This design comes from an exercise in tuning for small area on the open sky130 flow, not from production work.
At most, simulation tests tie the RTL to the original design; equivalence was not proved.
Function not checked in runs 1 and 2: the RTL went through the layout flow alone.
Power is estimated from default activity; no workload was simulated.

File: flow/run.sh
#!/bin/bash
# synth_recipe.tcl (not shown) runs the flow's synth.tcl, then flattens the netlist and writes it again
# the make line also repeats each setting of config.mk as NAME=value (left out here)
make -C /OpenROAD-flow-scripts/flow DESIGN_CONFIG=/design/flow/config.mk WORK_HOME=/design/flow/orfs CLKGATE_MAP_FILE= SYNTH_SCRIPT=/design/flow/synth_recipe.tcl finish
File: flow/constraint.sdc
create_clock -name core_clock -period 8.0 [get_ports {clk}]
set_input_delay 1.6000 -clock core_clock [delete_from_list [all_inputs] [get_ports {clk}]]
set_output_delay 1.6000 -clock core_clock [all_outputs]
set_load 0.01 [all_outputs]
File: flow/config.mk
export PLATFORM = sky130hd
export DESIGN_NAME = top
export DESIGN_NICKNAME = top
export VERILOG_FILES = /design/flow/design.v
export SDC_FILE = /design/flow/constraint.sdc
export NUM_CORES = 4
export LEC_CHECK = 0
export CAP_MARGIN = 0
export CORE_MARGIN = 2
export CORE_UTILIZATION = 40
export CTS_BUF_LIST = sky130_fd_sc_hd__clkbuf_16
export CTS_CLUSTER_DIAMETER = 60
export CTS_CLUSTER_SIZE = 30
export SLEW_MARGIN = 0
File: flow/design.v
module rot_event(rst,clk,rot_a,rot_b,rot_event);
input rst;
input clk,rot_a,rot_b;
output rot_event;
reg rot_event;
always @(posedge clk) begin
	if(rst)
		rot_event <= 0;
	else begin
		if(rot_a & rot_b)
			rot_event <= 1;
		if(~rot_a & ~rot_b)
			rot_event <= 0;
	end
end
endmodule
module regist(rst,z,clk,y,rot_event,cidx,line2,run,tbit,tspace);
input rst;
input clk,rot_event;
input [3:0] y;
input z;
input [3:0] cidx;
input line2;
output run;
output tbit;
output tspace;
reg prev;
reg [3:0] S;
reg [2:0] op;
reg [4:0] A;
reg [4:0] Wa;
reg [15:0] F;
reg [15:0] G;
reg [15:0] W;
reg pend;
reg [4:0] ph;
reg [511:0] ring;
wire ev = rot_event & ~prev & ~rst;
reg [3:0] T;
always @* begin
	case(op)
		3'd0: T = 4'd9;
		3'd1: T = 4'd6;
		3'd2: T = 4'd8;
		3'd3: T = 4'd11;
		3'd4: T = 4'd13;
		3'd5: T = 4'd9;
		3'd6: T = 4'd9;
		default: T = 4'd8;
	endcase
end
wire done = (S == T);
wire last = (S == T - 4'd1);
wire op0 = (op == 3'd0);
wire op1 = (op == 3'd1);
wire op2 = (op == 3'd2);
wire op3 = (op == 3'd3);
wire op4 = (op == 3'd4);
wire op5 = (op == 3'd5);
wire op6 = (op == 3'd6);
wire op7 = (op == 3'd7);
wire two = op2 | op4 | op5 | op6;    
assign run = done;
always @(posedge clk) begin
	if(rst) begin
		prev <= 0;
		S <= 0;
	end
	else begin
		prev <= rot_event;
		if(ev)
			S <= done ? 4'd0 : S + 4'd1;
		else if(z)
			S <= 0;
	end
end
always @(posedge clk) begin
	if(ev && S == 4'd1)
		op <= y[2:0];
end
wire winA = (S == 4'd4) | (S == 4'd5);
wire winB = (S == 4'd6) | (S == 4'd7);
wire [4:0] asel = pend ? Wa : ((winB & two) ? W[4:0] : A);
wire [4:0] j = asel + ph;
wire hit4 = (j[1:0] == 2'b11);
wire hit8 = (j[2:0] == 3'b111);
wire [15:0] Rd = ring[{j[4:2], 6'd48} +: 16];
always @(posedge clk) begin
	ph <= ph + 5'd1;
end
genvar p;
generate
	for(p = 0; p < 32; p = p + 1) begin : slot
		if(p % 8 == 0) begin : wr
			wire we = pend & hit8 & (j[4:3] == (p / 8 + 3) % 4);
			always @(posedge clk)
				ring[16*p +: 16] <= we ? W : ring[16*((p+31)%32) +: 16];
		end
		else begin : sh
			always @(posedge clk)
				ring[16*p +: 16] <= ring[16*(p-1) +: 16];
		end
	end
endgenerate
always @(posedge clk) begin
	if(ev && last && !op1 && !op2)
		pend <= 1;
	else if(hit8)
		pend <= 0;
end
always @(posedge clk) begin
	if(ev && S == 4'd2)
		A[3:0] <= y;
	if(ev && S == 4'd3)
		A[4] <= y[0];
end
always @(posedge clk) begin
	if(ev) begin
		if(op0 && S == 4'd3)
			Wa <= {y[0], A[3:0]};
		if((op3 && S == 4'd4) || ((op4 | op5 | op6) && S == 4'd6) || (op7 && S == 4'd5))
			Wa[3:0] <= y;
		if((op3 && S == 4'd5) || ((op4 | op5 | op6) && S == 4'd7) || (op7 && S == 4'd6))
			Wa[4] <= y[0];
	end
end
wire winS = (S == 4'd5) | (S == 4'd6);
wire [15:0] Rs = Rd << (W[3:0] & {4{op7}});
always @(posedge clk) begin
	if(hit4 && winA && two)
		F <= Rs;
	if(hit4 && ((winA && (op1 | op3)) || (winS && op7) || (winB && two)))
		G <= Rs;
end
wire [15:0] ax = F & {16{~op7}};
wire [15:0] ay = G ^ {16{op6}};
wire [16:0] cy;
assign cy[0] = op6;
genvar b;
generate
	for(b = 0; b < 16; b = b + 1) begin : add
		assign cy[b+1] = (ax[b] & ay[b]) | (ax[b] & cy[b]) | (ay[b] & cy[b]);
	end
endgenerate
wire [15:0] sum = ax ^ ay ^ cy[15:0];
wire [1:0] ni = {S[1] ^ op3, S[0]};
always @(posedge clk) begin
	if(ev && last && (op5 | op6 | op7))
		W <= sum;
	else if(ev && S >= 4'd4 && S <= T - 4'd2)
		W[4*ni +: 4] <= y;
end
wire amode = ~(op2 | op4);
wire [3:0] ci = ~cidx;
wire [2:0] ai = 3'd4 - cidx[2:0];
wire bW = W[ci];
wire bG = G[ci];
wire bF = F[ci];
wire bA = A[ai];
wire bWa = Wa[ai];
assign tspace = ~line2 & amode & (cidx > 4'd4);
assign tbit = line2 ? ((op0 | op5 | op6 | op7) ? bW : bG) : (amode ? ((op5 | op6 | op7) ? bWa : bA) : bF);
endmodule
module driver(rst,clk,run,tbit,tspace,cidx,line2,LCD_RS,LCD_W,LCD_E,data);
input rst;
input clk;
input run;
input tbit;
input tspace;
output [3:0] cidx;
output line2;
output LCD_RS,LCD_W,LCD_E;
output [3:0] data;
reg LCD_RS;
reg [3:0] data;
reg [3:0] tmr;
reg [6:0] m;
reg [1:0] ss;
assign cidx = m[4:1];
assign line2 = m[6];
assign LCD_W = 1'b0;
assign LCD_E = (ss == 2'd3) | ((ss == 2'd0) & (m != 7'd18));
reg [3:0] nib;
always @* begin
	if(m[5])
		nib = m[0] ? {3'b000, tbit & ~tspace} : {3'b001, ~tspace};
	else begin
		case({m[6], m[4:0]})
			6'd18, 6'd19, 6'd20: nib = 4'h3;
			6'd21, 6'd22: nib = 4'h2;
			6'd23, 6'd30: nib = 4'h8;
			6'd25: nib = 4'h6;
			6'd27, 6'd62: nib = 4'hC;
			6'd29: nib = 4'h1;
			default: nib = 4'h0;
		endcase
	end
end
always @(posedge clk) begin
	if(rst) begin
		tmr <= 0;
		m <= 7'd18;
		ss <= 0;
		LCD_RS <= 0;
		data <= 0;
	end
	else begin
		tmr <= tmr + 4'd1;
		if(run && tmr == 4'd15) begin
			case(ss)
				2'd0: ss <= 2'd1;
				2'd1: begin
					ss <= 2'd2;
					LCD_RS <= m[5];
					data <= nib;
				end
				2'd2: begin
					if(m[5:0] == 6'd63)
						ss <= 2'd3;
					else begin
						ss <= 2'd0;
						m <= m + 7'd1;
					end
				end
				default: begin
					ss <= 2'd0;
					m <= m[6] ? 7'd18 : 7'd94;
				end
			endcase
		end
	end
end
endmodule
module top(rst,z,clk,rot_a,rot_b,y,LCD_RS,LCD_W,LCD_E,data);
input rst;
input clk,rot_a,rot_b;
input [3:0] y;
input z;
output LCD_RS,LCD_W,LCD_E;
output [3:0] data;
wire rot_event;
wire run, tbit, tspace, line2;
wire [3:0] cidx;
rot_event u1(rst,clk,rot_a,rot_b,rot_event);
regist u2(rst,z,clk,y,rot_event,cidx,line2,run,tbit,tspace);
driver de(rst,clk,run,tbit,tspace,cidx,line2,LCD_RS,LCD_W,LCD_E,data);
endmodule
==> impl_metrics.csv, run 1 <==
group,metric,value,unit
status,status,"complete, no violations",
grt,antenna_found_initial,0,
sta,tightest_slew,1.03,ns
power,swShare,22.5,%
floorplanning,io_pins,16,
grt,grt.overflow.total,0,
critical_path,crit_type,"flip-flop to flip-flop",
power,powerDensity,258,nW/um^2
logic_synthesis,synth-edff-count,61,
clock_tree,cts_root_buf,"clkbuf_16",
critical_path,crit_slowest_cell,"edfxtp_1",
critical_path,worstPathArrival,7.75,ns
clock_tree,cts_tree,"built",
route,detailedRoute.firstPassIterationCount,5,
worst_hold_path,hp-class,"flip-flop to flip-flop",
route,drt-total-wl,35.4,mm
clock_tree,cts_resized,0,
layout,num_antenna_cells,0,
logic_synthesis,ys.flop_type,"dfxtp_1",
sta,period_share,93.0,%
logic_synthesis,synth_top_family_by_area,"multiplexers",
clock_tree,cts_buffer_depth,3,
critical_path,critPathLaunchType,"flip-flop",
logic_synthesis,synth_fp_nets,1405,
placement,io_buffers,14,
layout,final_core_util,45.4,%
layout,layout_common_cells,"dfxtp_1 (542), nand2_1 (110), o21ai_0 (78)",
clock_tree,numCtsBuffers,36,
logic_synthesis,syn_area_per_cell,13.6,sq um
critical_path,critPathMaxStageDelay,0.54,ns
floorplanning,die_h,218,um
logic_synthesis,synthCells,1355,
route,vias,9725,
run,drv_cap,0,
floorplanning,die_w,218,um
critical_path,worstPathRequired,8.31,ns
placement,place_area,19300,sq um
critical_path,crit_chain,"nor2b_1 > nand2_1 > o21ai_0 > fa_1 > inv_1 > fa_1 > fa_1 > fa_1 > fa_1 > fa_1 > fa_1 > fa_1 > fa_1 > fa_1 > fa_1 > fa_1 > fa_1 > fa_1 > xnor2_1 > xnor2_1 > xnor2_1 > nor2_1 > a21oi_1",
sta,final-setup-viol-count,0,
logic_synthesis,yosysSeqAreaShare,68.9,%
logic_synthesis,synthSimpleGateAreaFrac,7.58,%
critical_path,crit_fanout,12,
layout,syn_to_final_growth,12.0,%
logic_synthesis,synthTopCellsByArea,"dfxtp_1 (59%), edfxtp_1 (10%), mux4_2 (5.8%)",
sta,fin_skew,0.0334,ns
floorplanning,die-area,47700,sq um
placement,hpwl,23.9,mm
power,internal_power,4120,uW
sta,timing.hold.ws,0.312,ns
power,clkPwrFrac,40.4,%
route,drc_errors,0,
logic_synthesis,ys_ff_latch,603,
sta,max_freq,134,MHz
logic_synthesis,synthMuxAreaShare,10.8,%
logic_synthesis,synth_cell_types,65,
sta,min_period,7.44,ns
logic_synthesis,synthXorXnorAreaFrac,1.96,%
logic_synthesis,synth.largest_area_cell,"dfxtp_1",
critical_path,cp-end-kind,"flip-flop",
layout,fin_cells,2000,
sta,fin_setup_tns,0,ns
sta,hold_violations,0,
layout,drive_gt1_share,14.4,%
sta,maxSlewHeadroom,31.4,%
power,p_seq_share,58.0,%
critical_path,crit_family,"adder cells",
clock_tree,htree_levels,2,
critical_path,path_buf_inv,1,
clock_tree,clk_latency,0.58,ns
floorplanning,core-area,45400,sq um
route,avgRoutedWirePerCell,17.7,um
power,ir_drop,0.205,mV
logic_synthesis,synth.top_cell.area_share,59.0,%
clock_tree,cts_setup_buffers,0,
grt,grt_pass1_vias,9466,
placement,place.gp.congestion,0.885,
layout,final_common_cell,"dfxtp_1",
grt,grt_pass1_wl,55.3,mm
route,viasPerCell,4.86,
floorplanning,start_util,40.6,%
power,leakagePower,0.00788,uW
floorplanning,rows,78,
clock_tree,hold_buffers,0,
power,p_sw,1200,uW
logic_synthesis,synth_async_sr_flop_share,0,%
layout,final_area,20600,sq um
logic_synthesis,synth_area,18400,sq um
logic_synthesis,synthAdderAreaFrac,3.40,%
route,drt_iter0_drc,779,
grt,grt_max_degree,34,
placement,dpl.cell_count,1935,
clock_tree,clkSinkCount,603,
critical_path,cpMostUsedCell,"fa_1",
layout,fin_nets,1423,
logic_synthesis,yosys_warnings,3,
route,drtAntennaViolNets,0,
power,p_comb_share,1.7,%
grt,grtUsageTotal,15.2,%
clock_tree,clkTransAtPathRegs,0.10,ns
sta,rsz0062_at_grt,"no",
logic_synthesis,synth-compound-area-share,5.50,%
sta,slew_violations,0,
[metrics by stage]
stage / power (uW) / setup WS, ns
2_1_floorplan: 3210 / 0.496
3_3_place_gp: 3240 / 0.705
3_5_place_dp: 3240 / 0.619
4_1_cts: 5380 / 0.636
5_1_grt: 5500 / 0.294
6_report: 5310 / 0.560
[synthesized netlist by cell type (5+ instances only)]
cell type,n
o21ai_0,78
buf_4,6
ha_1,26
and2_1,9
fa_1,15
o22ai_1,14
xnor2_1,19
nor3_1,20
nor2b_1,13
nand2_1,110
and3_1,9
o31ai_1,5
inv_1,31
dfxtp_1,542
clkbuf_1,35
a21oi_1,32
nor2_1,56
mux4_2,47
xor2_1,19
edfxtp_1,61
mux2_2,59
mux2i_1,25
nand2b_1,18
nand3_1,30
o211ai_1,6
buf_2,8
[state kept, by name, indices dropped and copies added, names as in the netlist]
signal,flops
u1.rot_event,1
u2.G,16
u2.ph,5
u2.ring,512
u2.A,5
de.tmr,4
u2.F,16
de.m,7
u2.W,16
de.ss,2
u2.prev,1
u2.op,3
u2.Wa,5
de.data,4
de.LCD_RS,1
u2.S,4
u2.pend,1
[path summary, 6_finish.rpt]
| path | depth (start not counted) | slack (ns) | endpoint | startpoint |
|---|---|---|---|---|
| setup / recovery | 23 | 0.56 | u2.W[15]$_DFFE_PP_ | u2.op[0]$_DFFE_PP_ |
| setup reg to reg | 23 | 0.56 | u2.W[15]$_DFFE_PP_ | u2.op[0]$_DFFE_PP_ |
| hold / removal | 0 | 0.31 | u2.ring[220]$_DFF_P_ | u2.ring[204]$_DFF_P_ |
| hold reg to reg | 0 | 0.31 | u2.ring[220]$_DFF_P_ | u2.ring[204]$_DFF_P_ |
[logic make-up (layout without fill, tap and decap cells)]
logic type,after synthesis,count (layout)
AO/OA/AOI/OAI,167,167
XOR/XNOR,39,39
flip-flops,603,603
adder cells (fa/ha/maj),41,41
AND/OR/NAND/NOR,291,291
buffers and inverters,81,126
multiplexers,132,132
other,1,1
[power groups by stage]
stage / Clock [uW] / Combinational (uW) / Sequential, uW
2_1_floorplan: 0 / 59.9 / 3150
6_report: 2150 / 88.1 / 3080
5_1_grt: 2320 / 96.2 / 3080
3_5_place_dp: 0 / 88.3 / 3150
4_1_cts: 2210 / 89.0 / 3080
3_3_place_gp: 0 / 87.8 / 3150
[cell type report]
class / instances / area (sq um)
flip-flops and latches: 603 / 12700
inverters: 31 / 116
well taps: 600 / 751
multi-input cells: 671 / 5440
clock inverters: 28 / 438
clock buffers: 37 / 926
repair buffers: 30 / 260
fillers: 3976 / 24800
[per-layer routing]
metal  track usage [%]  part of all wire (%)  wire length (um)
met5                 0                     0                 0
met4              5.44                   2.6               915
met3              2.59                   4.6              1630
met2              23.2                    44             15500
met1              21.8                    49             17400
==> run 2, diff against run 1 <==
--- a/flow/config.mk
+++ b/flow/config.mk
@@ -8,7 +8,7 @@
 export CAP_MARGIN = 0
 export CORE_MARGIN = 2
 export CORE_UTILIZATION = 40
-export CTS_BUF_LIST = sky130_fd_sc_hd__clkbuf_16
-export CTS_CLUSTER_DIAMETER = 60
-export CTS_CLUSTER_SIZE = 30
+export CTS_BUF_LIST = sky130_fd_sc_hd__clkbuf_8 sky130_fd_sc_hd__clkbuf_16
+export CTS_CLUSTER_DIAMETER = 40
+export CTS_CLUSTER_SIZE = 16
 export SLEW_MARGIN = 0
==> run 2 against run 1 <==
Core utilization grew 2.0 points. Sequential share of layout area down 2.7 points. Clock skew is 0.00062 ns lower. Synthesized area unchanged. Critical path depth is 1 lower. Sequential power about the same. Flip-flop and latch count unchanged. Combinational power hardly changed. Critical endpoint unchanged. Fmax increased by 0.94%. Critical path type unchanged. Via count is 2.6% higher. Total power grew 18%. Design area increased by 4.5%.
==> impl_metrics.csv, run 2 <==
group,metric,value,unit
power,powerDensity,291,nW/um^2
placement,place.gp.congestion,0.885,
logic_synthesis,synth_async_sr_flop_share,0,%
power,p_total,6260,uW
route,top_layer,"met4",
critical_path,crit_type,"flip-flop to flip-flop",
sta,final-setup-viol-count,0,
power,p_comb_share,1.4,%
clock_tree,cts_setup_buffers,0,
logic_synthesis,yosys_warnings,3,
logic_synthesis,synth.most_common_cell,"dfxtp_1",
floorplanning,die-area,47700,sq um
grt,grt_pass1_vias,9828,
sta,maxSlewHeadroom,30.5,%
clock_tree,clk_latency,0.58,ns
route,drtAntennaViolNets,0,
power,clkPwrFrac,49.4,%
layout,fin_nets,1454,
power,ir_drop,0.164,mV
route,vias,9976,
clock_tree,clkTransAtPathRegs,0.06,ns
critical_path,critPathLaunchType,"flip-flop",
route,drc_errors,0,
grt,grt_max_degree,34,
route,drt-total-wl,35.9,mm
route,detailedRoute.firstPassIterationCount,6,
layout,layout_common_cells,"dfxtp_1 (542), nand2_1 (110), o21ai_0 (78)",
worst_hold_path,hp-class,"flip-flop to flip-flop",
sta,fin_setup_tns,0,ns
clock_tree,htree_levels,3,
route,wl_met2,15.8,mm
clock_tree,hold_buffers,0,
floorplanning,io_pins,16,
route,drt_iter0_drc,840,
critical_path,cp-end-kind,"flip-flop",
logic_synthesis,synthTopCellsByArea,"dfxtp_1 (59%), edfxtp_1 (10%), mux4_2 (5.8%)",
floorplanning,die_h,218,um
logic_synthesis,synth-edff-count,61,
power,internal_power,4960,uW
floorplanning,rows,78,
route,wl_met1,17.2,mm
clock_tree,numCtsBuffers,67,
power,leakagePower,0.00836,uW
sta,period_share,92.1,%
layout,final_core_util,47.5,%
grt,grt_pass1_wl,56.7,mm
logic_synthesis,synthCells,1355,
sta,tightest_slew,1.04,ns
logic_synthesis,yosys-top-cells-count,"dfxtp_1 (542), nand2_1 (110), o21ai_0 (78), edfxtp_1 (61), mux2_2 (59)",
sta,fin_skew,0.0328,ns
clock_tree,cts_resized,0,
power,p_sw,1300,uW
logic_synthesis,yosysSeqAreaShare,68.9,%
logic_synthesis,synth_fp_nets,1405,
status,status,"complete, no violations",
sta,hold_violations,0,
placement,io_buffers,14,
floorplanning,core-area,45400,sq um
run,drv_cap,0,
route,viasPerCell,4.86,
route,avgRoutedWirePerCell,17.5,um
power,swShare,20.7,%
logic_synthesis,ys.flop_type,"dfxtp_1",
logic_synthesis,synth.largest_area_cell,"dfxtp_1",
sta,min_period,7.37,ns
logic_synthesis,synth_area,18400,sq um
critical_path,crit_fanout,14,
logic_synthesis,ys_ff_latch,603,
layout,drive_gt1_share,17.0,%
clock_tree,cts_tree,"built",
clock_tree,cts_buffer_depth,3,
grt,antenna_found_initial,0,
layout,final_common_cell,"dfxtp_1",
logic_synthesis,synth.top_cell.area_share,59.0,%
sta,max_freq,136,MHz
layout,largest_register,"u2.ring",
layout,num_antenna_cells,0,
power,p_seq_share,49.2,%
logic_synthesis,syn_area_per_cell,13.6,sq um
placement,hpwl,23.9,mm
floorplanning,die_w,218,um
critical_path,worstPathRequired,8.29,ns
critical_path,worstPathArrival,7.66,ns
route,dr_wl_met3,2.04,mm
grt,grt.overflow.total,0,
floorplanning,start_util,40.6,%
layout,largest_reg_flops,512,
sta,rsz0062_at_grt,"no",
sta,slew_violations,0,
layout,syn_to_final_growth,17.1,%
clock_tree,cts_root_buf,"clkbuf_16",
logic_synthesis,synth_cell_types,65,
clock_tree,clkSinkCount,603,
grt,grtUsageTotal,15.6,%
==> run 2: cell type report <==
type / instances / area, sq um
well taps: 600 / 751
flip-flops and latches: 603 / 12700
clock inverters: 46 / 538
clock buffers: 71 / 1750
repair buffers: 30 / 260
fillers: 3917 / 23800
inverters: 31 / 116
multi-input cells: 671 / 5440
==> run 2: final timing paths <==
path,startpoint,to,slack (ns),cells after the start
worst min register to register,u2.ring[325]$_DFF_P_,u2.ring[341]$_DFF_P_,0.31,0
worst min-delay path,u2.ring[325]$_DFF_P_,u2.ring[341]$_DFF_P_,0.31,0
worst max register to register,u2.op[0]$_DFFE_PP_,u2.W[15]$_DFFE_PP_,0.63,22
worst max-delay path,u2.op[0]$_DFFE_PP_,u2.W[15]$_DFFE_PP_,0.63,22
==> run 2: cell families after synthesis <==
logic type	share of synthesized area (%)
other	0.0204
and+or+nand+nor	7.58
muxes	10.8
buffers and inverters	1.83
AOI/OAI and AO/OA	5.50
adders and majority gates	3.40
xor gates and xnor gates	1.96
DFF	68.9
==> run 2: worst max-delay path: stages (launching register included) <==
cell and delay, ns:
edfxtp_1 0.52, nor2b_1 0.27, nand2_1 0.16, buf_4 0.26, xor2_1 0.18, fa_1 0.41
fa_1 0.38, fa_1 0.38, fa_1 0.38, fa_1 0.39, fa_1 0.44, fa_1 0.40
fa_1 0.39, fa_1 0.39, fa_1 0.39, fa_1 0.41, fa_1 0.39, fa_1 0.38
xnor2_1 0.18, xnor2_1 0.16, xnor2_1 0.08, nor2_1 0.09, a21oi_1 0.05
==> run 2: routing by layer <==
metal	up-vias	GRT usage, %
li1	4827	-
met1	4842	22.0
met2	241	23.5
met3	66	3.30
met4	0	5.80
met5	-	0
==> run 2: power by group through the flow <==
stage | Clock (uW) | Sequential [uW] | Combinational [uW]
after floorplan | 0 | 3150 | 59.9
after global placement | 0 | 3150 | 87.8
after detailed placement | 0 | 3150 | 88.3
after CTS | 3170 | 3080 | 89.0
after global routing | 3310 | 3080 | 96.0
final | 3090 | 3080 | 87.8
==> run 2: through the flow <==
| step | area (sq um) | std cells | hold WS (ns) | setup slack, ns |
|---|---|---|---|---|
| 3_3_place_gp | 19300 | 1935 | 0.310 | 0.705 |
| 4_1_cts | 21500 | 2052 | 0.310 | 0.619 |
| 3_5_place_dp | 19300 | 1935 | 0.312 | 0.619 |
| 6_report | 21500 | 2052 | 0.309 | 0.629 |
| 5_1_grt | 21500 | 2052 | 0.317 | 0.280 |
| 2_1_floorplan | 18400 | 1355 | 0.310 | 0.496 |
==> run 3, diff against run 2 <==
--- a/flow/design.v
+++ b/flow/design.v
@@ -108,32 +108,32 @@
 	else if(hit8)
 		pend <= 0;
 end
-always @(posedge clk) begin
-	if(ev && S == 4'd2)
+wire wlo = (op3 && S == 4'd4) || ((op4 | op5 | op6) && S == 4'd6) || (op7 && S == 4'd5);
+wire whi = (op3 && S == 4'd5) || ((op4 | op5 | op6) && S == 4'd7) || (op7 && S == 4'd6);
+always @(posedge clk) begin
+	if(ev && (S == 4'd2 || (wlo && (op5 | op6 | op7))))
 		A[3:0] <= y;
-	if(ev && S == 4'd3)
+	if(ev && (S == 4'd3 || (whi && (op5 | op6 | op7))))
 		A[4] <= y[0];
 end
 always @(posedge clk) begin
 	if(ev) begin
 		if(op0 && S == 4'd3)
 			Wa <= {y[0], A[3:0]};
-		if((op3 && S == 4'd4) || ((op4 | op5 | op6) && S == 4'd6) || (op7 && S == 4'd5))
+		if(wlo)
 			Wa[3:0] <= y;
-		if((op3 && S == 4'd5) || ((op4 | op5 | op6) && S == 4'd7) || (op7 && S == 4'd6))
+		if(whi)
 			Wa[4] <= y[0];
 	end
 end
-wire winS = (S == 4'd5) | (S == 4'd6);
-wire [15:0] Rs = Rd << (W[3:0] & {4{op7}});
 always @(posedge clk) begin
 	if(hit4 && winA && two)
-		F <= Rs;
-	if(hit4 && ((winA && (op1 | op3)) || (winS && op7) || (winB && two)))
-		G <= Rs;
+		F <= Rd;
+	if(hit4 && ((winA && (op1 | op3 | op7)) || (winB && two)))
+		G <= Rd;
 end
 wire [15:0] ax = F & {16{~op7}};
-wire [15:0] ay = G ^ {16{op6}};
+wire [15:0] ay = (G << (W[3:0] & {4{op7}})) ^ {16{op6}};
 wire [16:0] cy;
 assign cy[0] = op6;
 genvar b;
@@ -152,14 +152,13 @@
 end
 wire amode = ~(op2 | op4);
 wire [3:0] ci = ~cidx;
-wire [2:0] ai = 3'd4 - cidx[2:0];
+wire [4:0] Ar = {A[0], A[1], A[2], A[3], A[4]};
 wire bW = W[ci];
 wire bG = G[ci];
 wire bF = F[ci];
-wire bA = A[ai];
-wire bWa = Wa[ai];
+wire bA = Ar[cidx[2:0]];
 assign tspace = ~line2 & amode & (cidx > 4'd4);
-assign tbit = line2 ? ((op0 | op5 | op6 | op7) ? bW : bG) : (amode ? ((op5 | op6 | op7) ? bWa : bA) : bF);
+assign tbit = line2 ? ((op0 | op5 | op6 | op7) ? bW : bG) : (amode ? bA : bF);
 endmodule
 module driver(rst,clk,run,tbit,tspace,cidx,line2,LCD_RS,LCD_W,LCD_E,data);
 input rst;
==> flow/config.mk (replaced) <==
export PLATFORM = sky130hd
export DESIGN_NAME = top
export DESIGN_NICKNAME = top
export VERILOG_FILES = /design/flow/design.v
export SDC_FILE = /design/flow/constraint.sdc
export NUM_CORES = 4
export LEC_CHECK = 0
export CAP_MARGIN = 0
export CORE_MARGIN = 2
export CORE_UTILIZATION = 60
export CTS_BUF_LIST = sky130_fd_sc_hd__clkbuf_16
export CTS_CLUSTER_DIAMETER = 60
export CTS_CLUSTER_SIZE = 40
export PLACE_DENSITY = 0.75
export SLEW_MARGIN = 0
==> run 3 against run 2 <==
Sequential share of layout area rose by 3.5 points. Setup slack worse by 0.033 ns. Wire length fell by 1.1%. Highest routed layer unchanged. Critical endpoint unchanged. Core utilization is 19 points higher. Clock power fell by 37%.
==> impl_metrics.csv, run 3 <==
group,metric,value,unit
placement,place_area,19100,sq um
route,drtAntennaViolNets,0,
critical_path,critPathMaxStageDelay,0.41,ns
logic_synthesis,synth.largest_area_cell,"dfxtp_1",
logic_synthesis,synth.top_cell.area_share,58.8,%
sta,rsz0062_at_grt,"no",
grt,grtUsageTotal,22.7,%
critical_path,worstPathArrival,7.75,ns
route,vias,9714,
sta,worst_slack,0.596,ns
logic_synthesis,ys.flop_type,"dfxtp_1",
logic_synthesis,synth-edff-count,61,
grt,antenna_found_initial,0,
power,p_sw,1160,uW
clock_tree,clkSinkCount,603,
floorplanning,die-area,32200,sq um
critical_path,crit_slowest_cell,"fa_1",
clock_tree,numCtsBuffers,30,
status,status,"complete, no violations",
sta,timing.hold.ws,0.322,ns
critical_path,critPathLaunchType,"flip-flop",
route,drt-total-wl,35.5,mm
sta,tightest_slew,0.937,ns
placement,io_buffers,14,
run,drv_cap,0,
power,internal_power,3950,uW
route,drc_errors,0,
floorplanning,start_util,60.6,%
power,p_total,5110,uW
critical_path,crit_family,"adder cells",
logic_synthesis,yosys_warnings,3,
logic_synthesis,synth_fp_nets,1379,
floorplanning,core-area,30400,sq um
clock_tree,clk_latency,0.60,ns
grt,grt_pass1_vias,9699,
sta,fin_setup_tns,0,ns
layout,multi_input_area,5460,sq um
sta,hold_violations,0,
clock_tree,htree_levels,1,
logic_synthesis,syn_area_per_cell,13.9,sq um
clock_tree,cts_tree,"built",
logic_synthesis,synth_area,18500,sq um
logic_synthesis,synthCells,1331,
route,drt_iter0_drc,709,
sta,fin_skew,0.0470,ns
sta,maxSlewHeadroom,37.4,%
power,powerDensity,251,nW/um^2
sta,max_freq,135,MHz
layout,final_common_cell,"dfxtp_1",
critical_path,path_buf_inv,2,
critical_path,cpMostUsedCell,"fa_1",
critical_path,crit_chain,"buf_4 > nand4_2 > buf_4 > mux2i_1 > mux2i_1 > nor2b_1 > xnor2_1 > fa_1 > fa_1 > fa_1 > fa_1 > fa_1 > fa_1 > fa_1 > fa_1 > fa_1 > fa_1 > fa_1 > fa_1 > xnor2_1 > xnor2_1 > xnor2_1 > o21ai_1",
logic_synthesis,synth_async_sr_flop_share,0,%
layout,fin_nets,1396,
floorplanning,die_w,179,um
critical_path,worstPathRequired,8.34,ns
layout,largest_register,"u2.ring",
route,avgRoutedWirePerCell,20.1,um
power,ir_drop,0.170,mV
worst_hold_path,hp-class,"flip-flop to flip-flop",
grt,grt_max_degree,41,
grt,grt.overflow.total,0,
logic_synthesis,ys_ff_latch,603,
floorplanning,die_h,179,um
power,p_seq_share,60.3,%
logic_synthesis,yosysSeqAreaShare,68.7,%
sta,period_share,92.6,%
sta,slew_violations,0,
sta,final-setup-viol-count,0,
layout,num_antenna_cells,0,
power,leakagePower,0.00804,uW
layout,layout_common_cells,"dfxtp_1 (542), mux2_2 (90), nand2_1 (75)",
placement,hpwl,23.7,mm
clock_tree,cts_setup_buffers,0,
clock_tree,cts_buffer_depth,3,
clock_tree,cts_root_buf,"clkbuf_16",
floorplanning,rows,64,
layout,register_area,12700,sq um
clock_tree,hold_buffers,0,
layout,final_area,20300,sq um
clock_tree,clkTransAtPathRegs,0.12,ns
power,swShare,22.7,%
clock_tree,cts_resized,0,
critical_path,cp-end-kind,"flip-flop",
logic_synthesis,yosys-top-cells-count,"dfxtp_1 (542), mux2_2 (90), nand2_1 (75), nor2_1 (67), edfxtp_1 (61)",
route,viasPerCell,5.49,
logic_synthesis,synth_cell_types,74,
floorplanning,io_pins,16,
grt,grt_pass1_wl,55.5,mm
layout,drive_gt1_share,16.1,%
power,p_comb_share,1.4,%
layout,largest_reg_flops,512,
placement,dp_slack,0.615,ns
sta,min_period,7.40,ns
layout,nFillCells,2175,
critical_path,crit_fanout,21,
route,detailedRoute.firstPassIterationCount,5,
layout,syn_to_final_growth,10.2,%
logic_synthesis,synth.most_common_cell,"dfxtp_1",
power,clkPwrFrac,38.3,%
logic_synthesis,synthTopCellsByArea,"dfxtp_1 (59%), edfxtp_1 (9.9%), mux2_2 (5.5%)",
critical_path,crit_type,"flip-flop to flip-flop",
placement,place.gp.congestion,0.910,
[run 3: changes by cell type in the layout (fill, tap and decap cells not counted), moves of 10 or more]
| cell | change |
|---|---|
| clkbuf_16 | -38 |
| nand2_1 | -35 |
| mux2_2 | +31 |
| nor2_1 | +11 |
| o21ai_0 | -35 |
| nand3_1 | -17 |
| mux2i_1 | +18 |
| xor2_1 | -11 |
| mux4_2 | -20 |
| clkinv_16 | +10 |
[run 3: worst paths after layout]
| check | endpoint | start | depth (start not counted) | slack, ns |
|---|---|---|---|---|
| setup / recovery | u2.W[15]$_DFFE_PP_ | u2.op[2]$_DFFE_PP_ | 23 | 0.60 |
| hold / removal | u2.ring[48]$_DFF_P_ | u2.ring[32]$_DFF_P_ | 0 | 0.32 |
| setup reg to reg | u2.W[15]$_DFFE_PP_ | u2.op[2]$_DFFE_PP_ | 23 | 0.60 |
| hold reg to reg | u2.ring[48]$_DFF_P_ | u2.ring[32]$_DFF_P_ | 0 | 0.32 |
[run 3: per-layer routing]
| layer | share of wire, % | global-route usage [%] |
|---|---|---|
| met5 | 0 | 0 |
| met4 | 4.4 | 9.61 |
| met3 | 5.0 | 2.97 |
| met2 | 44 | 35.6 |
| met1 | 46 | 32.1 |
[run 3: power by group through the flow]
stage          clock network, uW  logic, uW  registers (uW)
6_report                    1960       71.7            3080
5_1_grt                     2120       77.7            3080
4_1_cts                     1990       73.0            3080
3_5_place_dp                   0       71.9            3150
3_3_place_gp                   0       70.9            3150
2_1_floorplan                  0       48.2            3140
[run 3: cell families (layout without fill, tap and decap cells)]
logic type / Yosys count / count (layout) / share of synthesized area, %
simple gates: 245 / 245 / 6.68
fa+ha+maj: 39 / 39 / 3.26
compound gates: 149 / 149 / 4.98
xor+xnor: 38 / 38 / 1.93
flops: 603 / 603 / 68.7
other cells: 1 / 1 / 0.0203
mux: 173 / 173 / 12.5
buf+inv: 83 / 124 / 1.94
[run 3: layout make-up]
type / instances / share of cell area (%)
Sequential cell: 603 / 62.4
Multi-Input combinational cell: 645 / 26.9
Clock buffer: 31 / 3.82
Tap cell: 396 / 2.44
Clock inverter: 25 / 2.38
Timing Repair Buffer: 37 / 1.54
Inverter: 31 / 0.572
[run 3: stage by stage]
| stage | util [%] | cells |
|---|---|---|
| after CTS | 66.8 | 1768 |
| after floorplan | - | 1331 |
| after detailed placement | 62.7 | 1712 |
| after global placement | 62.7 | 1712 |
| after global routing | 66.8 | 1768 |
| final | 66.8 | 1768 |
==> run 4, diff against run 3 <==
--- a/flow/design.v
+++ b/flow/design.v
@@ -80,7 +80,7 @@
 end
 wire winA = (S == 4'd4) | (S == 4'd5);
 wire winB = (S == 4'd6) | (S == 4'd7);
-wire [4:0] asel = pend ? Wa : ((winB & two) ? W[4:0] : A);
+wire [4:0] asel = pend ? Wa : (winB ? W[4:0] : A);
 wire [4:0] j = asel + ph;
 wire hit4 = (j[1:0] == 2'b11);
 wire hit8 = (j[2:0] == 3'b111);
@@ -108,21 +108,19 @@
 	else if(hit8)
 		pend <= 0;
 end
-wire wlo = (op3 && S == 4'd4) || ((op4 | op5 | op6) && S == 4'd6) || (op7 && S == 4'd5);
-wire whi = (op3 && S == 4'd5) || ((op4 | op5 | op6) && S == 4'd7) || (op7 && S == 4'd6);
-always @(posedge clk) begin
-	if(ev && (S == 4'd2 || (wlo && (op5 | op6 | op7))))
+always @(posedge clk) begin
+	if(ev && S == 4'd2)
 		A[3:0] <= y;
-	if(ev && (S == 4'd3 || (whi && (op5 | op6 | op7))))
+	if(ev && S == 4'd3)
 		A[4] <= y[0];
 end
 always @(posedge clk) begin
 	if(ev) begin
 		if(op0 && S == 4'd3)
 			Wa <= {y[0], A[3:0]};
-		if(wlo)
+		if((op3 && S == 4'd4) || ((op4 | op5 | op6) && S == 4'd6) || (op7 && S == 4'd5))
 			Wa[3:0] <= y;
-		if(whi)
+		if((op3 && S == 4'd5) || ((op4 | op5 | op6) && S == 4'd7) || (op7 && S == 4'd6))
 			Wa[4] <= y[0];
 	end
 end
@@ -132,17 +130,9 @@
 	if(hit4 && ((winA && (op1 | op3 | op7)) || (winB && two)))
 		G <= Rd;
 end
-wire [15:0] ax = F & {16{~op7}};
-wire [15:0] ay = (G << (W[3:0] & {4{op7}})) ^ {16{op6}};
-wire [16:0] cy;
-assign cy[0] = op6;
-genvar b;
-generate
-	for(b = 0; b < 16; b = b + 1) begin : add
-		assign cy[b+1] = (ax[b] & ay[b]) | (ax[b] & cy[b]) | (ay[b] & cy[b]);
-	end
-endgenerate
-wire [15:0] sum = ax ^ ay ^ cy[15:0];
+wire [15:0] ax = op7 ? 16'd0 : F;
+wire [15:0] ay = op7 ? (G << W[3:0]) : (op6 ? ~G : G);
+wire [15:0] sum = ax + ay + {15'd0, op6};
 wire [1:0] ni = {S[1] ^ op3, S[0]};
 always @(posedge clk) begin
 	if(ev && last && (op5 | op6 | op7))
@@ -151,14 +141,11 @@
 		W[4*ni +: 4] <= y;
 end
 wire amode = ~(op2 | op4);
+wire [4:0] adr = (op5 | op6 | op7) ? Wa : A;
+wire [15:0] l2 = (op0 | op5 | op6 | op7) ? W : G;
 wire [3:0] ci = ~cidx;
-wire [4:0] Ar = {A[0], A[1], A[2], A[3], A[4]};
-wire bW = W[ci];
-wire bG = G[ci];
-wire bF = F[ci];
-wire bA = Ar[cidx[2:0]];
 assign tspace = ~line2 & amode & (cidx > 4'd4);
-assign tbit = line2 ? ((op0 | op5 | op6 | op7) ? bW : bG) : (amode ? bA : bF);
+assign tbit = line2 ? l2[ci] : (amode ? adr[3'd4 - cidx[2:0]] : F[ci]);
 endmodule
 module driver(rst,clk,run,tbit,tspace,cidx,line2,LCD_RS,LCD_W,LCD_E,data);
 input rst;
==> flow/config.mk (replaced) <==
export PLATFORM = sky130hd
export DESIGN_NAME = top
export DESIGN_NICKNAME = top
export VERILOG_FILES = /design/flow/design.v
export SDC_FILE = /design/flow/constraint.sdc
export NUM_CORES = 4
export LEC_CHECK = 0
export CAP_MARGIN = 20
export CORE_MARGIN = 2
export CORE_UTILIZATION = 40
export SLEW_MARGIN = 20
==> run 4 against run 3 <==
Still clean. Non-clock buffer count shrank 6. Register-to-register slack better by 2.8 ns. Sequential power about the same. Design area rose by 7.1%. Critical endpoint is now u2.ring[129]$_DFF_P_. Largest cell class unchanged. Die area increased by 53%. Via count rose by 7.7%. Critical path depth is 8 lower. Setup slack better by 2.8 ns. Worst hold slack worse by 0.0018 ns. Critical path type unchanged.
==> impl_metrics.csv, run 4 <==
group,metric,value,unit
route,detailedRoute.firstPassIterationCount,5,
logic_synthesis,synth-edff-count,61,
floorplanning,die_h,222,um
sta,hold_violations,0,
grt,grt_pass1_vias,10500,
grt,grtUsageTotal,15.9,%
route,drt_iter0_drc,774,
logic_synthesis,ys_ff_latch,603,
clock_tree,clkTransAtPathRegs,0.06,ns
power,p_comb_share,0.7,%
layout,largest_register,"u2.ring",
placement,place_area,19800,sq um
placement,hpwl,25.2,mm
clock_tree,cts_setup_buffers,0,
sta,tightest_slew,1.01,ns
logic_synthesis,ys.flop_type,"dfxtp_1",
floorplanning,die-area,49300,sq um
layout,final_area,21800,sq um
clock_tree,clkSinkCount,603,
critical_path,crit_chain,"inv_1 > ha_1 > nor2_1 > nor2_1 > mux2i_1 > o21ai_0 > ha_1 > inv_1 > fa_1 > xor2_4 > buf_4 > nor2_1 > nand3b_1 > and2b_2 > mux2_2",
clock_tree,cts_tree,"built",
grt,grt_pass1_wl,61.3,mm
critical_path,crit_family,"simple AND/OR/NAND/NOR gates",
logic_synthesis,yosysSeqAreaShare,66.7,%
worst_hold_path,min_from,"u2.ring[145]$_DFF_P_",
route,drtAntennaViolNets,0,
layout,drive_gt1_share,18.2,%
logic_synthesis,yosys-top-cells-count,"dfxtp_1 (542), mux2_2 (76), edfxtp_1 (61), nor2_1 (60), a21oi_1 (57)",
clock_tree,hold_buffers,0,
clock_tree,numCtsBuffers,57,
sta,fin_skew,0.0194,ns
clock_tree,clk_latency,0.61,ns
sta,fin_setup_tns,0,ns
route,avgRoutedWirePerCell,18.8,um
grt,antenna_found_initial,0,
floorplanning,core-area,46800,sq um
layout,num_antenna_cells,0,
layout,final_common_cell,"dfxtp_1",
power,clkPwrFrac,47.1,%
sta,max_freq,220,MHz
floorplanning,io_pins,16,
power,leakagePower,0.00849,uW
critical_path,cpMostUsedCell,"nor2_1",
clock_tree,cts_root_buf,"clkbuf_16",
placement,dpl.cell_count,1966,
power,ir_drop,0.190,mV
power,internal_power,4700,uW
critical_path,crit_type,"flip-flop to flip-flop",
sta,final-setup-viol-count,0,
sta,slew_violations,0,
layout,largest_reg_flops,512,
logic_synthesis,yosys_warnings,3,
route,viasPerCell,5.05,
logic_synthesis,synthTopCellsByArea,"dfxtp_1 (57%), edfxtp_1 (9.6%), mux4_2 (6.2%)",
logic_synthesis,synth_async_sr_flop_share,0,%
grt,grt_max_degree,35,
critical_path,crit_slowest_cell,"and2b_2",
layout,register_area,12700,sq um
power,p_sw,1160,uW
logic_synthesis,syn_area_per_cell,13.7,sq um
grt,grt.overflow.total,0,
layout,syn_to_final_growth,14.5,%
layout,fin_cells,2071,
clock_tree,cts_resized,0,
clock_tree,cts_buffer_depth,3,
power,powerDensity,269,nW/um^2
logic_synthesis,synth.most_common_cell,"dfxtp_1",
route,drc_errors,0,
logic_synthesis,synth_fp_nets,1442,
route,drt-total-wl,39.0,mm
layout,layout_common_cells,"dfxtp_1 (542), mux2_2 (76), edfxtp_1 (61)",
critical_path,crit_fanout,33,
critical_path,r2r_slack,3.44,ns
sta,maxSlewHeadroom,32.6,%
route,vias,10500,
power,swShare,19.8,%
status,status,"complete, no violations",
logic_synthesis,synth.top_cell.area_share,57.0,%
run,drv_cap,0,
placement,io_buffers,14,
power,p_seq_share,52.2,%
worst_hold_path,hp-class,"flip-flop to flip-flop",
sta,min_period,4.56,ns
critical_path,critPathLaunchType,"flip-flop",
critical_path,reg2reg_from,"u2.S[0]$_SDFFE_PP0P_",
floorplanning,start_util,40.7,%
sta,period_share,56.9,%
logic_synthesis,synthCells,1390,
layout,nFillCells,4100,
logic_synthesis,synth.largest_area_cell,"dfxtp_1",
clock_tree,htree_levels,2,
layout,multi_input_area,5970,sq um
critical_path,path_buf_inv,3,
critical_path,worstPathArrival,5.05,ns
critical_path,cp-end-kind,"flip-flop",
floorplanning,rows,79,
logic_synthesis,synth_cell_types,70,
critical_path,critPathMaxStageDelay,0.68,ns
floorplanning,die_w,222,um
critical_path,crit_path_start,"u2.S[0]$_SDFFE_PP0P_",
sta,rsz0062_at_grt,"no",
placement,place.gp.congestion,0.900,
layout,fin_nets,1470,
critical_path,worstPathRequired,8.49,ns
logic_synthesis,synth_area,19000,sq um
## run 4: changes by cell type after synthesis, sizes merged, moves of 12 or more
cell	delta
nand2	-20
mux4	+19
ha	+16
xor2	+12
a21oi	+18
a221oi	+12
and2	+12
mux2i	-12
fa	-12
o21ai	-15
## run 4: metrics by stage
| step | util [%] | hold slack, ns | worst slack (ns) | power, uW |
|---|---|---|---|---|
| detailed placement | 42.3 | 0.312 | 3.06 | 3170 |
| finish | 46.6 | 0.320 | 3.44 | 5860 |
| floorplan | - | 0.310 | 2.61 | 3150 |
| global placement | 42.3 | 0.310 | 3.30 | 3170 |
| global route | 46.6 | 0.311 | 3.09 | 6050 |
| CTS | 46.6 | 0.313 | 3.12 | 5930 |
## run 4: final cells by class
| type | instances | area share (%) |
|---|---|---|
| clock buffers | 82 | 7.87 |
| clock inverters | 23 | 1.22 |
| inverters | 32 | 0.552 |
| multi-input cells | 693 | 27.4 |
| flip-flops and latches | 603 | 58.2 |
| well taps | 607 | 3.49 |
| repair buffers | 31 | 1.23 |
## run 4: final timing paths
check | end | cells past startpoint
setup reg to reg | u2.ring[129]$_DFF_P_ | 15
setup / recovery | u2.ring[129]$_DFF_P_ | 15
hold / removal | u2.ring[161]$_DFF_P_ | 0
hold reg to reg | u2.ring[161]$_DFF_P_ | 0
## run 4: power by group through the flow
stage	combinational [uW]	sequential (uW)	clock (uW)
floorplan	23.8	3130	0
global placement	37.7	3130	0
detailed placement	38.6	3130	0
CTS	38.7	3060	2830
global route	41.8	3060	2940
finish	38.5	3060	2760
## run 4: layer usage
layer  routed length (um)  GRT usage, %  part of all wire, %  vias up
li1                     -             -                    -     4991
met5                    0             0                    0        -
met3                 2100          2.96                  5.4       87
met4                 1500          7.06                  3.8        0
met2                17000          24.2                   44      284
met1                18400          22.2                   47     5100
## run 4: cell families (layout without fill, tap and decap cells)
group / after synthesis / count (layout) / share of synthesized area [%]
and+or+nand+nor: 251 / 251 / 6.64
muxes: 169 / 169 / 13.1
buffers and inverters: 94 / 168 / 2.23
AOI/OAI and AO/OA: 186 / 186 / 6.30
DFF: 603 / 603 / 66.7
xor gates and xnor gates: 43 / 43 / 2.12
adders and majority gates: 43 / 43 / 2.95
other: 1 / 1 / 0.0197
## run 4: worst reg2reg max path, stage by stage, from the launching register on
cell and delay, ns:
dfxtp_1 0.39, inv_1 0.27, ha_1 0.27, nor2_1 0.09
nor2_1 0.37, mux2i_1 0.13, o21ai_0 0.19, ha_1 0.20
inv_1 0.06, fa_1 0.46, xor2_4 0.18, buf_4 0.32
nor2_1 0.30, nand3b_1 0.15, and2b_2 0.68, mux2_2 0.42
==> run 5, diff against run 4 <==
--- a/flow/design.v
+++ b/flow/design.v
@@ -80,7 +80,7 @@
 end
 wire winA = (S == 4'd4) | (S == 4'd5);
 wire winB = (S == 4'd6) | (S == 4'd7);
-wire [4:0] asel = pend ? Wa : (winB ? W[4:0] : A);
+wire [4:0] asel = pend ? Wa : ((winB & two) ? W[4:0] : A);
 wire [4:0] j = asel + ph;
 wire hit4 = (j[1:0] == 2'b11);
 wire hit8 = (j[2:0] == 3'b111);
@@ -108,19 +108,21 @@
 	else if(hit8)
 		pend <= 0;
 end
-always @(posedge clk) begin
-	if(ev && S == 4'd2)
+wire wlo = (op3 && S == 4'd4) || ((op4 | op5 | op6) && S == 4'd6) || (op7 && S == 4'd5);
+wire whi = (op3 && S == 4'd5) || ((op4 | op5 | op6) && S == 4'd7) || (op7 && S == 4'd6);
+always @(posedge clk) begin
+	if(ev && (S == 4'd2 || (wlo && (op5 | op6 | op7))))
 		A[3:0] <= y;
-	if(ev && S == 4'd3)
+	if(ev && (S == 4'd3 || (whi && (op5 | op6 | op7))))
 		A[4] <= y[0];
 end
 always @(posedge clk) begin
 	if(ev) begin
 		if(op0 && S == 4'd3)
 			Wa <= {y[0], A[3:0]};
-		if((op3 && S == 4'd4) || ((op4 | op5 | op6) && S == 4'd6) || (op7 && S == 4'd5))
+		if(wlo)
 			Wa[3:0] <= y;
-		if((op3 && S == 4'd5) || ((op4 | op5 | op6) && S == 4'd7) || (op7 && S == 4'd6))
+		if(whi)
 			Wa[4] <= y[0];
 	end
 end
@@ -130,9 +132,17 @@
 	if(hit4 && ((winA && (op1 | op3 | op7)) || (winB && two)))
 		G <= Rd;
 end
-wire [15:0] ax = op7 ? 16'd0 : F;
-wire [15:0] ay = op7 ? (G << W[3:0]) : (op6 ? ~G : G);
-wire [15:0] sum = ax + ay + {15'd0, op6};
+wire [15:0] ax = F & {16{~op7}};
+wire [15:0] ay = (G << (W[3:0] & {4{op7}})) ^ {16{op6}};
+wire [16:0] cy;
+assign cy[0] = op6;
+genvar b;
+generate
+	for(b = 0; b < 16; b = b + 1) begin : add
+		assign cy[b+1] = (ax[b] & ay[b]) | (ax[b] & cy[b]) | (ay[b] & cy[b]);
+	end
+endgenerate
+wire [15:0] sum = ax ^ ay ^ cy[15:0];
 wire [1:0] ni = {S[1] ^ op3, S[0]};
 always @(posedge clk) begin
 	if(ev && last && (op5 | op6 | op7))
@@ -141,11 +151,14 @@
 		W[4*ni +: 4] <= y;
 end
 wire amode = ~(op2 | op4);
-wire [4:0] adr = (op5 | op6 | op7) ? Wa : A;
-wire [15:0] l2 = (op0 | op5 | op6 | op7) ? W : G;
 wire [3:0] ci = ~cidx;
+wire [4:0] Ar = {A[0], A[1], A[2], A[3], A[4]};
+wire bW = W[ci];
+wire bG = G[ci];
+wire bF = F[ci];
+wire bA = Ar[cidx[2:0]];
 assign tspace = ~line2 & amode & (cidx > 4'd4);
-assign tbit = line2 ? l2[ci] : (amode ? adr[3'd4 - cidx[2:0]] : F[ci]);
+assign tbit = line2 ? ((op0 | op5 | op6 | op7) ? bW : bG) : (amode ? bA : bF);
 endmodule
 module driver(rst,clk,run,tbit,tspace,cidx,line2,LCD_RS,LCD_W,LCD_E,data);
 input rst;
==> flow/flow/run.sh (new file) <==
#!/bin/bash
# Own layout flow: the standard synthesis, then the combinational logic between
# the standard synthesis's flip-flops re-mapped for area (the flip-flops, their
# names and cell types are kept as they are), then the standard layout steps.
set -euo pipefail
work=$(pwd)
res=$work/orfs/results/${FLOW_PLATFORM:-sky130hd}/top/base
yosys_bin=yosys
if [[ -x "$FLOW_HOME/../tools/install/yosys/bin/yosys" ]]; then
  yosys_bin="$FLOW_HOME/../tools/install/yosys/bin/yosys"
fi

bash standard.sh synth > "$work/flow_synth.log" 2>&1

cp "$res/1_2_yosys.v" "$work/std_netlist.v"
LIB="$FLOW_HOME/platforms/sky130hd/lib/sky130_fd_sc_hd__tt_025C_1v80.lib" \
  IN="$work/std_netlist.v" OUT="$work/remap_netlist.v" \
  "$yosys_bin" -c "$work/flow/remap.tcl" > "$work/flow_remap.log" 2>&1

cp "$work/remap_netlist.v" "$res/1_2_yosys.v"
rm -f "$res/1_synth.odb" "$res/1_synth.sdc"

# clock tree: large leaf clusters on clkbuf_16, no dummy load cells
export CTS_ARGS="-sink_clustering_enable -repair_clock_nets -dont_use_dummy_load -sink_clustering_size 37 -sink_clustering_max_diameter 62 -buf_list sky130_fd_sc_hd__clkbuf_16"
bash standard.sh finish > "$work/flow_finish.log" 2>&1
==> flow/flow/remap.tcl (new file) <==
yosys -import
set lib $::env(LIB)
set dont_use {
  sky130_fd_sc_hd__probe_p_8 sky130_fd_sc_hd__probec_p_8 sky130_fd_sc_hd__lpflow_bleeder_1
  sky130_fd_sc_hd__lpflow_clkbufkapwr_1 sky130_fd_sc_hd__lpflow_clkbufkapwr_16
  sky130_fd_sc_hd__lpflow_clkbufkapwr_2 sky130_fd_sc_hd__lpflow_clkbufkapwr_4
  sky130_fd_sc_hd__lpflow_clkbufkapwr_8 sky130_fd_sc_hd__lpflow_clkinvkapwr_1
  sky130_fd_sc_hd__lpflow_clkinvkapwr_16 sky130_fd_sc_hd__lpflow_clkinvkapwr_2
  sky130_fd_sc_hd__lpflow_clkinvkapwr_4 sky130_fd_sc_hd__lpflow_clkinvkapwr_8
  sky130_fd_sc_hd__lpflow_decapkapwr_12 sky130_fd_sc_hd__lpflow_decapkapwr_3
  sky130_fd_sc_hd__lpflow_decapkapwr_4 sky130_fd_sc_hd__lpflow_decapkapwr_6
  sky130_fd_sc_hd__lpflow_decapkapwr_8 sky130_fd_sc_hd__lpflow_inputiso0n_1
  sky130_fd_sc_hd__lpflow_inputiso0p_1 sky130_fd_sc_hd__lpflow_inputiso1n_1
  sky130_fd_sc_hd__lpflow_inputiso1p_1 sky130_fd_sc_hd__lpflow_inputisolatch_1
  sky130_fd_sc_hd__lpflow_isobufsrc_1 sky130_fd_sc_hd__lpflow_isobufsrc_16
  sky130_fd_sc_hd__lpflow_isobufsrc_2 sky130_fd_sc_hd__lpflow_isobufsrc_4
  sky130_fd_sc_hd__lpflow_isobufsrc_8 sky130_fd_sc_hd__lpflow_isobufsrckapwr_16
  sky130_fd_sc_hd__lpflow_lsbuf_lh_hl_isowell_tap_1 sky130_fd_sc_hd__lpflow_lsbuf_lh_hl_isowell_tap_2
  sky130_fd_sc_hd__lpflow_lsbuf_lh_hl_isowell_tap_4 sky130_fd_sc_hd__lpflow_lsbuf_lh_isowell_4
  sky130_fd_sc_hd__lpflow_lsbuf_lh_isowell_tap_1 sky130_fd_sc_hd__lpflow_lsbuf_lh_isowell_tap_2
  sky130_fd_sc_hd__lpflow_lsbuf_lh_isowell_tap_4
}
set du_args {}
foreach c $dont_use { lappend du_args -dont_use $c }

read_liberty -ignore_miss_func $lib
read_verilog $::env(IN)
hierarchy -top top
# every sequential cell and the tie cell stay as the standard synthesis made them
blackbox sky130_fd_sc_hd__conb_1
foreach c {dfxtp_1 dfxtp_2 dfxtp_4 edfxtp_1 dfrtp_1 dfrtp_2 dfrtp_4 dfstp_1 dfstp_2 dfstp_4 dfxbp_1 dfxbp_2 dfrbp_1 dfrbp_2 dfsbp_1 dfsbp_2 edfxbp_1 sdfxtp_1 dfbbp_1 dfbbn_1 dfrtn_1 dlxtp_1 dlxtn_1} {
  blackbox sky130_fd_sc_hd__$c
}
flatten
opt_clean -purge
tee -o $::env(OUT).before.txt stat -liberty $lib
abc -liberty $lib {*}$du_args -script "+strash;dch -f;amap;strash;dch -f;amap;"
opt_clean -purge
hilomap -singleton -hicell sky130_fd_sc_hd__conb_1 HI -locell sky130_fd_sc_hd__conb_1 LO
splitnets
opt_clean -purge
tee -o $::env(OUT).after.txt stat -liberty $lib
read_liberty -lib -ignore_redef $lib
check -assert
select -module top
write_verilog -noattr -nohex -nodec -selected $::env(OUT)
==> flow/standard.sh (new file) <==
#!/bin/bash
# synth_recipe.tcl (not shown) runs the flow's synth.tcl, then flattens the netlist and writes it again
# the make line also repeats each setting of config.mk as NAME=value (left out here)
make -C /OpenROAD-flow-scripts/flow DESIGN_CONFIG=/design/flow/config.mk WORK_HOME=/design/flow/orfs CLKGATE_MAP_FILE= SYNTH_SCRIPT=/design/flow/synth_recipe.tcl "${@:-finish}"
--- a/flow/config.mk
+++ b/flow/config.mk
@@ -5,7 +5,10 @@
 export SDC_FILE = /design/flow/constraint.sdc
 export NUM_CORES = 4
 export LEC_CHECK = 0
-export CAP_MARGIN = 20
+export CAP_MARGIN = 0
 export CORE_MARGIN = 2
 export CORE_UTILIZATION = 40
-export SLEW_MARGIN = 20
+export CTS_BUF_LIST = sky130_fd_sc_hd__clkbuf_16
+export CTS_CLUSTER_DIAMETER = 60
+export CTS_CLUSTER_SIZE = 30
+export SLEW_MARGIN = 0
removed: flow/run.sh
==> run 5 against run 4 <==
Still clean. Via count is 4.6% higher. Sequential share of layout area is 8.7 points higher. Wire length rose by 1.7%. Clock skew is 0.049 ns higher. Critical endpoint is now u2.W[15]$_DFFE_PP_. Largest power group unchanged.
==> impl_metrics.csv, run 5 <==
group,metric,value,unit
route,viasPerCell,5.31,
logic_synthesis,synth_fp_nets,1462,
layout,nFillCells,3860,
sta,fin_setup_tns,0,ns
route,drc_errors,0,
clock_tree,clkSinkCount,603,
placement,place.gp.congestion,0.933,
power,internal_power,3770,uW
sta,min_period,7.03,ns
grt,antenna_found_initial,0,
critical_path,cp.depth,37,
logic_synthesis,yosys_warnings,3,
critical_path,crit_path_start,"u2.op[1]$_DFFE_PP_",
logic_synthesis,synth_area,17200,sq um
critical_path,crit_slowest_cell,"edfxtp_1",
floorplanning,start_util,40.7,%
layout,layout_common_cells,"dfxtp_1 (542), nor2_1 (153), nand2_1 (109)",
layout,drive_gt1_share,4.08,%
logic_synthesis,synthCells,1453,
placement,hpwl,26.7,mm
route,drt-total-wl,39.7,mm
power,powerDensity,249,nW/um^2
floorplanning,die_w,211,um
grt,grt_max_degree,38,
floorplanning,die_h,211,um
layout,final_common_cell,"dfxtp_1",
route,detailedRoute.firstPassIterationCount,6,
floorplanning,io_pins,16,
clock_tree,htree_levels,1,
run,drv_cap,0,
floorplanning,rows,75,
power,p_seq_share,65.2,%
grt,grt_pass1_vias,10300,
power,p_sw,947,uW
sta,maxSlewHeadroom,40.4,%
sta,timing.hold.ws,0.293,ns
sta,period_share,87.8,%
power,ir_drop,0.169,mV
clock_tree,clkTransAtPathRegs,0.11,ns
critical_path,critPathMaxStageDelay,0.47,ns
critical_path,reg2reg_from,"u2.op[1]$_DFFE_PP_",
power,swShare,20.1,%
sta,rsz0062_at_grt,"no",
critical_path,worstPathArrival,7.36,ns
logic_synthesis,syn_area_per_cell,11.8,sq um
power,leakagePower,0.00676,uW
clock_tree,cts_buffer_depth,3,
floorplanning,die-area,44600,sq um
status,status,"complete, no violations",
sta,fin_skew,0.0687,ns
critical_path,crit_type,"flip-flop to flip-flop",
sta,tightest_slew,0.872,ns
floorplanning,core-area,42100,sq um
critical_path,crit_family,"compound AO/OA/AOI/OAI gates",
clock_tree,hold_buffers,0,
worst_hold_path,min_from,"u2.ring[135]$_DFF_P_",
layout,syn_to_final_growth,10.4,%
sta,slew_violations,0,
power,clkPwrFrac,32.4,%
route,drt_iter0_drc,1047,
clock_tree,clk_latency,0.62,ns
clock_tree,cts_root_buf,"clkbuf_16",
placement,io_buffers,14,
clock_tree,numCtsBuffers,30,
clock_tree,cts_tree,"built",
layout,largest_register,"u2.ring",
critical_path,path_buf_inv,7,
worst_hold_path,hp-class,"flip-flop to flip-flop",
critical_path,r2r_cells,37,
sta,hold_violations,0,
critical_path,worstPathRequired,8.33,ns
route,drtAntennaViolNets,0,
route,vias,10900,
sta,max_freq,142,MHz
critical_path,cpMostUsedCell,"nor2_1",
sta,final-setup-viol-count,0,
route,avgRoutedWirePerCell,19.3,um
layout,final_core_util,45.0,%
layout,num_antenna_cells,0,
layout,largest_reg_flops,512,
worst_hold_path,whs_path_depth,0,
layout,fin_nets,1532,
grt,grt.overflow.total,0,
critical_path,cp-end-kind,"flip-flop",
power,p_comb_share,2.4,%
critical_path,critPathLaunchType,"flip-flop",
grt,grt_pass1_wl,60.7,mm
grt,grtUsageTotal,17.7,%
power,p_total,4710,uW
critical_path,crit_fanout,18,
-- run 5: through the flow --
step,instances,setup slack [ns],cell area (sq um)
global placement,2027,0.646,18200
finish,2060,0.974,18900
detailed placement,2027,0.369,18200
floorplan,1453,0.690,17200
global route,2060,0.0649,18900
CTS,2057,0.367,18900
-- run 5: final timing paths --
| check | endpoint | slack (ns) |
|---|---|---|
| setup / recovery | u2.W[15]$_DFFE_PP_ | 0.97 |
| hold / removal | u2.ring[151]$_DFF_P_ | 0.29 |
| setup reg to reg | u2.W[15]$_DFFE_PP_ | 0.97 |
| hold reg to reg | u2.ring[151]$_DFF_P_ | 0.29 |
-- run 5: routing by layer --
| metal | vias up | wire length, um | track usage, % | share of wire (%) |
|---|---|---|---|---|
| li1 | 5323 | - | - | - |
| met1 | 5236 | 19000 | 25.3 | 48 |
| met2 | 311 | 17100 | 26.9 | 43 |
| met3 | 69 | 2260 | 3.21 | 5.7 |
| met4 | 0 | 1300 | 6.36 | 3.3 |
| met5 | - | 0 | 0 | 0 |
-- run 5: power by group through the flow --
| stage | Sequential, uW | Clock [uW] | Combinational (uW) |
|---|---|---|---|
| 4_1_cts | 3070 | 1570 | 112 |
| 5_1_grt | 3080 | 1680 | 121 |
| 2_1_floorplan | 3140 | 0 | 63.0 |
| 3_5_place_dp | 3140 | 0 | 112 |
| 3_3_place_gp | 3140 | 0 | 111 |
| 6_report | 3070 | 1530 | 112 |
-- run 5: timing repair --
action	CTS	global route
endpoints found under the setup margin	0	5
buffers inserted	0	3
resized for setup	0	4
-- run 5: final cells by class --
cell class | count | area (sq um) | area share, %
clock buffer | 30 | 751 | 3.96
inverter | 99 | 379 | 2.00
timing repair buffer | 38 | 320 | 1.69
tap | 539 | 674 | 3.56
sequential | 603 | 12700 | 67.0
multi-input combinational | 751 | 4130 | 21.8
==> run 6, diff against run 5 <==
--- a/flow/config.mk
+++ b/flow/config.mk
@@ -7,8 +7,9 @@
 export LEC_CHECK = 0
 export CAP_MARGIN = 0
 export CORE_MARGIN = 2
-export CORE_UTILIZATION = 40
+export CORE_UTILIZATION = 55
 export CTS_BUF_LIST = sky130_fd_sc_hd__clkbuf_16
 export CTS_CLUSTER_DIAMETER = 60
 export CTS_CLUSTER_SIZE = 30
+export PLACE_DENSITY = 0.7
 export SLEW_MARGIN = 0
==> run 6 against run 5 <==
Still clean on timing, DRC and antenna. Register-to-register slack lost 0.15 ns. Via count increased by 0.79%. Design area down 1.1%. Flip-flop and latch count did not move.
==> impl_metrics.csv, run 6 <==
group,metric,value,unit
grt,antenna_found_initial,0,
critical_path,r2r_cells,35,
clock_tree,clkSinkCount,603,
placement,place_area,17900,sq um
critical_path,cp-end-kind,"flip-flop",
route,drtAntennaViolNets,0,
layout,nFillCells,2465,
logic_synthesis,syn_area_per_cell,11.8,sq um
route,drt_iter0_drc,1063,
run,drv_cap,0,
sta,final-setup-viol-count,0,
grt,grt_pass1_vias,10200,
floorplanning,start_util,55.9,%
layout,largest_register,"u2.ring",
logic_synthesis,synthCells,1453,
route,drt-total-wl,38.0,mm
sta,min_period,7.17,ns
floorplanning,io_pins,16,
floorplanning,die_h,181,um
power,ir_drop,0.174,mV
layout,num_antenna_cells,0,
grt,grt_pass1_wl,58.6,mm
logic_synthesis,yosys_warnings,3,
floorplanning,core-area,30700,sq um
route,detailedRoute.firstPassIterationCount,8,
layout,drive_gt1_share,4.08,%
layout,largest_reg_flops,512,
clock_tree,clk_latency,0.60,ns
critical_path,crit_slowest_cell,"edfxtp_1",
route,vias,11000,
layout,syn_to_final_growth,9.20,%
logic_synthesis,synth_area,17200,sq um
sta,tightest_slew,0.897,ns
placement,hpwl,25.4,mm
floorplanning,die_w,181,um
sta,period_share,89.6,%
grt,grt.overflow.total,0,
clock_tree,cts_tree,"built",
critical_path,crit_type,"flip-flop to flip-flop",
status,status,"complete, no violations",
clock_tree,htree_levels,1,
sta,slew_violations,0,
critical_path,cpMostUsedCell,"nor2_1",
clock_tree,numCtsBuffers,29,
grt,grt_max_degree,40,
floorplanning,rows,64,
sta,fin_skew,0.0805,ns
logic_synthesis,synth_fp_nets,1462,
clock_tree,clkTransAtPathRegs,0.12,ns
clock_tree,cts_buffer_depth,3,
layout,fin_nets,1531,
layout,final_core_util,61.1,%
power,p_total,4660,uW
power,powerDensity,249,nW/um^2
layout,final_common_cell,"dfxtp_1",
sta,max_freq,139,MHz
floorplanning,die-area,32600,sq um
critical_path,critPathMaxStageDelay,0.48,ns
critical_path,worstPathArrival,7.47,ns
critical_path,worstPathRequired,8.29,ns
clock_tree,cts_root_buf,"clkbuf_16",
sta,hold_violations,0,
layout,fin_cells,1916,
critical_path,crit_fanout,15,
power,leakagePower,0.00675,uW
sta,maxSlewHeadroom,39.7,%
placement,place.gp.congestion,0.957,
critical_path,critPathLaunchType,"flip-flop",
placement,dpl.cell_count,1881,
route,avgRoutedWirePerCell,19.8,um
layout,layout_common_cells,"dfxtp_1 (542), nor2_1 (152), nand2_1 (109)",
worst_hold_path,whs_path_depth,0,
grt,grtUsageTotal,22.9,%
layout,final_area,18700,sq um
route,viasPerCell,5.75,
placement,io_buffers,14,
worst_hold_path,hp-class,"flip-flop to flip-flop",
route,drc_errors,0,
run 6: area by class of cell:
type | instances | area [sq um] | share of cell area (%)
Sequential cell | 603 | 12700 | 67.7
Multi-Input combinational cell | 751 | 4130 | 22.0
Clock buffer | 29 | 726 | 3.87
Tap cell | 396 | 495 | 2.64
Inverter | 99 | 379 | 2.02
Timing Repair Buffer | 38 | 320 | 1.71
run 6: repair_timing:
action | CTS | global route
gates resized for setup | 0 | 4
hold buffers | 0 | 0
endpoints found under the setup margin | 0 | 4
buffers inserted | 0 | 6
run 6: power breakdown:
part           switching, uW  leakage [uW]  internal (uW)
combinational           74.7       0.00146           35.5
clock                    834      0.000357            644
sequential              6.73       0.00493           3070
run 6: worst paths after layout:
kind	startpoint	end	slack, ns
hold / removal	u2.ring[268]$_DFF_P_	u2.ring[284]$_DFF_P_	0.30
setup / recovery	u2.op[1]$_DFFE_PP_	u2.W[15]$_DFFE_PP_	0.83
hold reg to reg	u2.ring[268]$_DFF_P_	u2.ring[284]$_DFF_P_	0.30
setup reg to reg	u2.op[1]$_DFFE_PP_	u2.W[15]$_DFFE_PP_	0.83
run 6: metal layers:
layer / up-vias / wire, um / track usage [%]
met4: 0 / 1740 / 10.2
met1: 5246 / 17900 / 34.0
met2: 349 / 16000 / 33.6
li1: 5345 / - / -
met3: 85 / 2350 / 3.17
met5: - / 0 / 0
run 6: critical path, delay by kind of cell (launching register included):
family	cells	cell delay, ns
AOI/OAI and AO/OA	15	3.12
buffers and inverters	6	1.39
DFF	1	0.48
and+or+nand+nor	14	1.90
run 6: metrics by stage:
| step | hold slack (ns) | worst slack, ns | TNS (ns) |
|---|---|---|---|
| after floorplan | 0.310 | 0.690 | 0 |
| after global placement | 0.310 | 0.768 | 0 |
| after detailed placement | 0.312 | 0.558 | 0 |
| after CTS | 0.305 | 0.539 | 0 |
| after global routing | 0.303 | -0.0339 | -0.0339 |
| final | 0.303 | 0.829 | 0 |

re-timing with driven ports:
The flow's constraints put no driver on any port. The routed layouts listed below were extracted and timed again, unchanged, in two steps. Step 1, drivers: a clkbuf_16 drives clk and a buf_2 each remaining input, both assumed. Step 2 times the ports against the registers' clock, not the clock port: input delays grow and output delays shrink by t, the midpoint of the rising clock arrivals with the driver on. Slacks: ideal ports / drivers / drivers and shift; pairs: ideal ports / drivers.
run	t, ns	slack for setup (ns)	latest minus earliest clock arrival (ns)
run 1	0.619	0.560 / 0.560 / 0.560	0.034 / 0.034
run 2	0.625	0.629 / 0.629 / 0.629	0.033 / 0.033
run 3	0.631	0.596 / 0.596 / 0.596	0.047 / 0.047
run 4	0.654	3.445 / 3.445 / 3.203	0.020 / 0.020
run 5	0.642	0.974 / 0.974 / 0.974	0.069 / 0.068
run 6	0.618	0.829 / 0.829 / 0.829	0.081 / 0.082
After both steps setup and hold are still met in every run listed. The setup slack of run 4, which loses most, moves by 0.000 ns with the drivers and by -0.242 ns with both steps.
